From an optimization exercise on the open Yosys and OpenROAD flow, aimed at small area and a short achievable clock period; shortcuts taken in it are not production practice. In this exercise RTL edits were held to simulation tests only and were not proved equivalent to the original.

## crc
module crc #(
	parameter DATA_WIDTH = 32,
	parameter CRC_WIDTH = 32
)
(
	input wire clk,
	input wire resetn,
	input wire clear,
	input wire [CRC_WIDTH-1:0]init_in,
	input wire [CRC_WIDTH:0]poly_in,
	input wire data_reverse,
	input wire crc_reverse,
	input wire [CRC_WIDTH-1:0]xorout_in,
	input wire [DATA_WIDTH-1:0]data_in,
	input wire data_in_valid,
	output wire [CRC_WIDTH-1:0]crc_out
);
Size in the first run: about 3200 cells after synthesis, about 140 flip-flops, roughly 170 I/O pins, ~23000 um2 of cells after synthesis.
Settings: LEC_CHECK=0, CAP_MARGIN=50, CORE_MARGIN=2, CORE_UTILIZATION=55, CTS_CLUSTER_DIAMETER=400, CTS_CLUSTER_SIZE=70, GPL_ROUTABILITY_DRIVEN=1, PLACE_DENSITY=0.65, SLEW_MARGIN=50, SYNTH_HIERARCHICAL=1; clock period 120.0 ns.
standard.sh (not shown) runs the stock make flow with config.mk's settings and CLKGATE_MAP_FILE= SYNTH_SCRIPT=/design/flow/synth_recipe.tcl, a recipe that flattens the netlist after the stock synthesis.
==> flow/flow/run.sh <==
#!/bin/bash
# The standard layout, with two changes: timing repair aims for a larger
# setup slack than the 120 ns clock needs (so that it shortens the paths
# that set the achieved period), and the port buffers are buf_1 cells.
set -euo pipefail
bash standard.sh synth > synth.log 2>&1
bash standard.sh SETUP_SLACK_MARGIN=88 \
  BUFFER_PORTS_ARGS="-buffer_cell sky130_fd_sc_hd__buf_1" finish > layout.log 2>&1
Change:
--- a/flow/config.mk
+++ b/flow/config.mk
@@ -11,2 +10,0 @@
-export CTS_CLUSTER_DIAMETER = 400
-export CTS_CLUSTER_SIZE = 70
@@ -14 +12 @@
-export PLACE_DENSITY = 0.65
+export PLACE_DENSITY = 0.75
=> Synthesized area is unchanged. Worst setup slack is worse by 0.31 ns. Count of clock-buffer cells in the layout rises by 2. Sequential share of layout area is about the same. Die area does not change. Utilization increases by 0.23 points. Global-route usage drops by 2.7 points. Wire length shrinks by 7.2%.
Change:
--- a/flow/flow/run.sh
+++ b/flow/flow/run.sh
@@ -7 +7 @@
-bash standard.sh SETUP_SLACK_MARGIN=88 \
+bash standard.sh SETUP_SLACK_MARGIN=89 \
--- a/flow/config.mk
+++ b/flow/config.mk
@@ -10,0 +11,2 @@
+export CTS_BUF_LIST = sky130_fd_sc_hd__clkbuf_8
+export CTS_CLUSTER_SIZE = 30
@@ -12 +14 @@
-export PLACE_DENSITY = 0.75
+export PLACE_DENSITY = 0.65
Effect: Count of clock-buffer cells in the layout shrinks by 3; worst hold slack is worse by 0.16 ns; fmax is higher by a few percent.

run 1:
crc again, from the RTL that the note above started with.
Settings: LEC_CHECK=0, CAP_MARGIN=50, CELL_PAD_IN_SITES_DETAIL_PLACEMENT=0, CELL_PAD_IN_SITES_GLOBAL_PLACEMENT=0, CORE_MARGIN=2, CORE_UTILIZATION=55, GPL_ROUTABILITY_DRIVEN=1, PLACE_DENSITY=0.65, SLEW_MARGIN=50, SYNTH_HIERARCHICAL=1; clock period 120.0 ns.
==> flow/flow/run.sh <==
#!/bin/bash
# The standard layout, with two changes: timing repair aims for a larger
# setup slack than the 120 ns clock needs (so that it shortens the paths
# that set the achieved period), and the port buffers are buf_1 cells.
set -euo pipefail
bash standard.sh synth > synth.log 2>&1
bash standard.sh SETUP_SLACK_MARGIN=88 \
  BUFFER_PORTS_ARGS="-buffer_cell sky130_fd_sc_hd__buf_1" finish > layout.log 2>&1
Here is what was changed in the inputs of run 2 compared with run 1.
- a change of PLACE_DENSITY from 0.65 to 0.55
- a deleted CELL_PAD_IN_SITES_GLOBAL_PLACEMENT that had been 0
- a deleted CELL_PAD_IN_SITES_DETAIL_PLACEMENT that had been 0
- [diff] wire length of the first global-routing pass, run 2 relative to run 1: regression
- Changes observed in run 2 relative to run 1: fraction of area in multi-input gates barely changed, post-synthesis simple-gate area fraction barely changed, wire length barely changed.
- Vias after detailed routing of run 2 is on par with run 1.
Changes in run 3 relative to run 2:
- CTS_CLUSTER_SIZE newly set to 40
- PLACE_DENSITY changed from 0.55 to 0.65
- CTS_CLUSTER_DIAMETER newly set to 200
--- outcome ---
In the metrics for run 3 and run 2, the one carrying the lower ratio of final minimum period to clock period is run 3. Run 3 and run 2 ended up with nearly the same area after detailed placement. Run 3 against run 2: total length of routed wires has remained practically unchanged, worst setup slack has increased. Run 3 vs run 2 — pin count of the biggest net entering global routing dropped 27. Diff run 3..run 2 | utilization | negligible. Via count of the first global-routing pass essentially unchanged between run 2 and run 3.

## job 2912
Starting RTL as in the previous note.
Design crc, start of the top module:
module crc #(
	parameter DATA_WIDTH = 32,
	parameter CRC_WIDTH = 32
)
(
	input wire clk,
	input wire resetn,
	input wire clear,
	input wire [CRC_WIDTH-1:0]init_in,
	input wire [CRC_WIDTH:0]poly_in,
	input wire data_reverse,
	input wire crc_reverse,
	input wire [CRC_WIDTH-1:0]xorout_in,
	input wire [DATA_WIDTH-1:0]data_in,
	input wire data_in_valid,
	output wire [CRC_WIDTH-1:0]crc_out
);
clock: 120.0 ns
lec_check: 0
cap_margin: 50
core_margin: 2
core_utilization: 55
gpl_routability_driven: 1
place_density: 0.65
slew_margin: 50
synth_hierarchical: 1
Scripts as last shown in full above: flow/flow/run.sh
Setup changes, job 2912 to job 3757
Settings: GPL_ROUTABILITY_DRIVEN now 0, was 1.
Findings:
| final worst-path setup slack | job 3757 vs job 2912 | worse |
Number of inserted diodes (higher): job 3757
Job 3757 reached the final stage; the timing, DRC and antenna checks on its layout passed.
Fraction of layout cells with a size suffix above 1 delta (job 3757 -> job 2912): insignificant
Total wirelength of the detailed-routed design ended up about 4.6% lower on job 3757 than on job 2912.
Critical path depth: job 3757 vs job 2912 up about 4%
Total length of routed met2 wires in job 3757 is 1.6 mm lower than in job 2912
Between job 3757 and job 2912, the final-layout clock-cell area share is lower for job 2912.
Per the comparison of job 3757 with job 2912, share of the final layout cell area in multi-input gates roughly the same; highest attainable clock frequency lower; cell count roughly the same.
## Diff of input files: job 5382 against job 3757
Settings: CTS_BUF_LIST: unset -> sky130_fd_sc_hd__clkbuf_8; CTS_CLUSTER_SIZE: unset -> 30; GPL_ROUTABILITY_DRIVEN: 0 -> 1.
### Flow results
- Of job 3757 and job 5382, the higher number of cells on the worst reg-to-reg path belongs to job 3757.
- Final standard cell area without fillers, job 5382 vs job 3757: down slightly
- Between job 3757 and job 5382, the difference in via density per instance is negligible.
- Diff job 3757 -> job 5382 | wire length of the first global-routing pass | up by a few percent
- Proportion of synthesized flip-flops having asynchronous set or reset came out exactly the same in job 3757 and job 5382.
- Synthesized cell count came out exactly the same in job 3757 and job 5382.
- [job 5382 vs job 3757] utilization: lower in job 5382
- Global-route usage ended up 1.7 points higher on job 5382 than on job 3757.

crc, a different RTL version from the one above (not shown whole).
Size: roughly 170 I/O pins, about 23000 um2 of cells after synthesis.
clock: 120.0 ns
lec_check: 0
cap_margin: 20
core_margin: 2
core_utilization: 55
gpl_routability_driven: 1
place_density: 0.65
slew_margin: 20
synth_hierarchical: 1
Scripts as last shown in full above: flow/flow/run.sh
Next try:
--- a/flow/flow/run.sh
+++ b/flow/flow/run.sh
@@ -6,3 +6,3 @@
 bash standard.sh synth > synth.log 2>&1
-bash standard.sh SETUP_SLACK_MARGIN=88 \
+bash standard.sh SETUP_SLACK_MARGIN=94 \
   BUFFER_PORTS_ARGS="-buffer_cell sky130_fd_sc_hd__buf_1" finish > layout.log 2>&1
--- a/flow/config.mk
+++ b/flow/config.mk
@@ -7,3 +7,3 @@
 export LEC_CHECK = 0
-export CAP_MARGIN = 20
+export CAP_MARGIN = 50
 export CORE_MARGIN = 2
@@ -12,3 +12,3 @@
 export PLACE_DENSITY = 0.65
-export SLEW_MARGIN = 20
+export SLEW_MARGIN = 50
 export SYNTH_HIERARCHICAL = 1
After rerunning: The changed run completed with no timing, DRC or antenna violations. Setup slack is better by 1.2 ns. Sequential share of layout area falls by 2.8 points. Non-clock buffer count is higher by 333. Global-route usage is higher by 7.9 points. Routed wire length rises by 38%. Clock skew is lower by 0.0048 ns. Register-to-register slack improves by 2.0 ns. Flip-flop and latch count stays the same.
Next try:
==> flow/flow/run.sh (replaced) <==
#!/bin/bash
# The standard layout, with two changes: timing repair aims for a larger
# setup slack than the 120 ns clock needs (so that it shortens the paths
# that set the achieved period), and the port buffers are buf_2 cells.
set -euo pipefail
bash standard.sh synth > synth.log 2>&1
bash standard.sh SETUP_SLACK_MARGIN=90 \
  BUFFER_PORTS_ARGS="-buffer_cell sky130_fd_sc_hd__buf_2" finish > layout.log 2>&1
Outcome: Die area stays the same. Global-route usage came out lower by 5.4 points. Worst setup slack gets better by 0.68 ns. Wire length decreases by about 23%. Clock skew went down by 0.0038 ns. Core utilization is lower by 14 points. Maximum frequency grows by 2.3%. Non-clock buffer count shrinks by 269.
Next try:
==> flow/run.sh (new file) <==
#!/bin/bash
# synth_recipe.tcl (not shown) runs the flow's synth.tcl, then flattens the netlist and writes it again
# the make line also repeats each setting of config.mk as NAME=value (left out here)
make -C /OpenROAD-flow-scripts/flow DESIGN_CONFIG=/design/flow/config.mk WORK_HOME=/design/flow/orfs CLKGATE_MAP_FILE= SYNTH_SCRIPT=/design/flow/synth_recipe.tcl finish
removed: flow/flow/run.sh
removed: flow/standard.sh
Result: The changed run ran to the end with no violations; wire length fell by 5.0%; design area fell by 4.1%; via count fell by about 3.4%; non-clock buffer count fell by 62; area after synthesis does not change.
Next try:
==> flow/flow/run.sh (new file) <==
#!/bin/bash
# The standard layout, with two changes: timing repair aims for a larger
# setup slack than the 120 ns clock needs (so that it shortens the paths
# that set the achieved period), and the port buffers are buf_1 cells.
set -euo pipefail
bash standard.sh synth > synth.log 2>&1
bash standard.sh SETUP_SLACK_MARGIN=88 \
  BUFFER_PORTS_ARGS="-buffer_cell sky130_fd_sc_hd__buf_1" finish > layout.log 2>&1
==> flow/standard.sh (new file) <==
#!/bin/bash
# synth_recipe.tcl (not shown) runs the flow's synth.tcl, then flattens the netlist and writes it again
# the make line also repeats each setting of config.mk as NAME=value (left out here)
make -C /OpenROAD-flow-scripts/flow DESIGN_CONFIG=/design/flow/config.mk WORK_HOME=/design/flow/orfs CLKGATE_MAP_FILE= SYNTH_SCRIPT=/design/flow/synth_recipe.tcl "${@:-finish}"
--- a/flow/config.mk
+++ b/flow/config.mk
@@ -9,5 +9,5 @@
 export CORE_MARGIN = 2
-export CORE_UTILIZATION = 55
+export CORE_UTILIZATION = 70
 export GPL_ROUTABILITY_DRIVEN = 1
-export PLACE_DENSITY = 0.65
+export PLACE_DENSITY = 0.8
 export SLEW_MARGIN = 50
removed: flow/run.sh
Worst setup slack gets better by 0.34 ns; wire length rises by 1.1%; synthesized area stays the same; via count went up by 6.7%; maximum frequency climbs by 1.1%; global-route usage increases by 11 points; count of clock-buffer cells in the layout is unchanged.

static timing again, ports no longer ideal:
How much do the figures lean on ideal ports? The routed layouts below were timed once more, with nothing changed but the port constraints. Step 1 assumes that a clkbuf_16 drives the clock port and a buf_2 every other input. Step 2 times the ports against the registers' clock, not the clock port: input delays grow and output delays shrink by t, the midpoint of the rising clock arrivals with the driver on. Slacks: no drivers / after step 1 / after step 2; pairs: no drivers / after step 1.
| run | shift t [ns] | setup slack, ns | latest minus earliest clock arrival (ns) | worst slew at a driven data input, ns |
|---|---|---|---|---|
| the first run of note 1 | 0.521 | 88.887 / 88.828 / 89.184 | 0.020 / 0.020 | 0.07 |
| the second run of note 1 | 0.491 | 88.576 / 88.525 / 89.016 | 0.021 / 0.021 | 0.05 |
| the third run of note 1 | 0.570 | 89.350 / 89.295 / 88.976 | 0.045 / 0.044 | 0.05 |
| run 1 | 0.521 | 88.887 / 88.828 / 89.184 | 0.020 / 0.020 | 0.07 |
| run 2 | 0.524 | 88.640 / 88.579 / 89.103 | 0.025 / 0.025 | 0.07 |
| run 3 | 0.521 | 88.887 / 88.828 / 89.184 | 0.020 / 0.020 | 0.07 |
| job 2912 | 0.521 | 88.887 / 88.828 / 89.184 | 0.020 / 0.020 | 0.07 |
| job 3757 | 0.499 | 88.682 / 88.626 / 88.905 | 0.008 / 0.008 | 0.06 |
| job 5382 | 0.564 | 88.842 / 88.790 / 89.192 | 0.035 / 0.035 | 0.07 |
| the first run of note 4 | 0.508 | 88.221 / 88.165 / 88.161 | 0.024 / 0.023 | 0.08 |
| the second run of note 4 | 0.542 | 89.470 / 89.495 / 88.953 | 0.018 / 0.019 | 0.07 |
| the third run of note 4 | 0.522 | 90.154 / 90.101 / 89.671 | 0.019 / 0.018 | 0.07 |
| the fourth run of note 4 | 0.508 | 87.901 / 87.841 / 88.349 | 0.018 / 0.018 | 0.06 |
| the fifth run of note 4 | 0.504 | 88.238 / 88.181 / 88.344 | 0.030 / 0.030 | 0.10 |
After both steps every run listed still meets setup and hold. The setup slack of the second run of note 4, which loses most, moves by +0.025 ns with the drivers and by -0.517 ns with both steps.
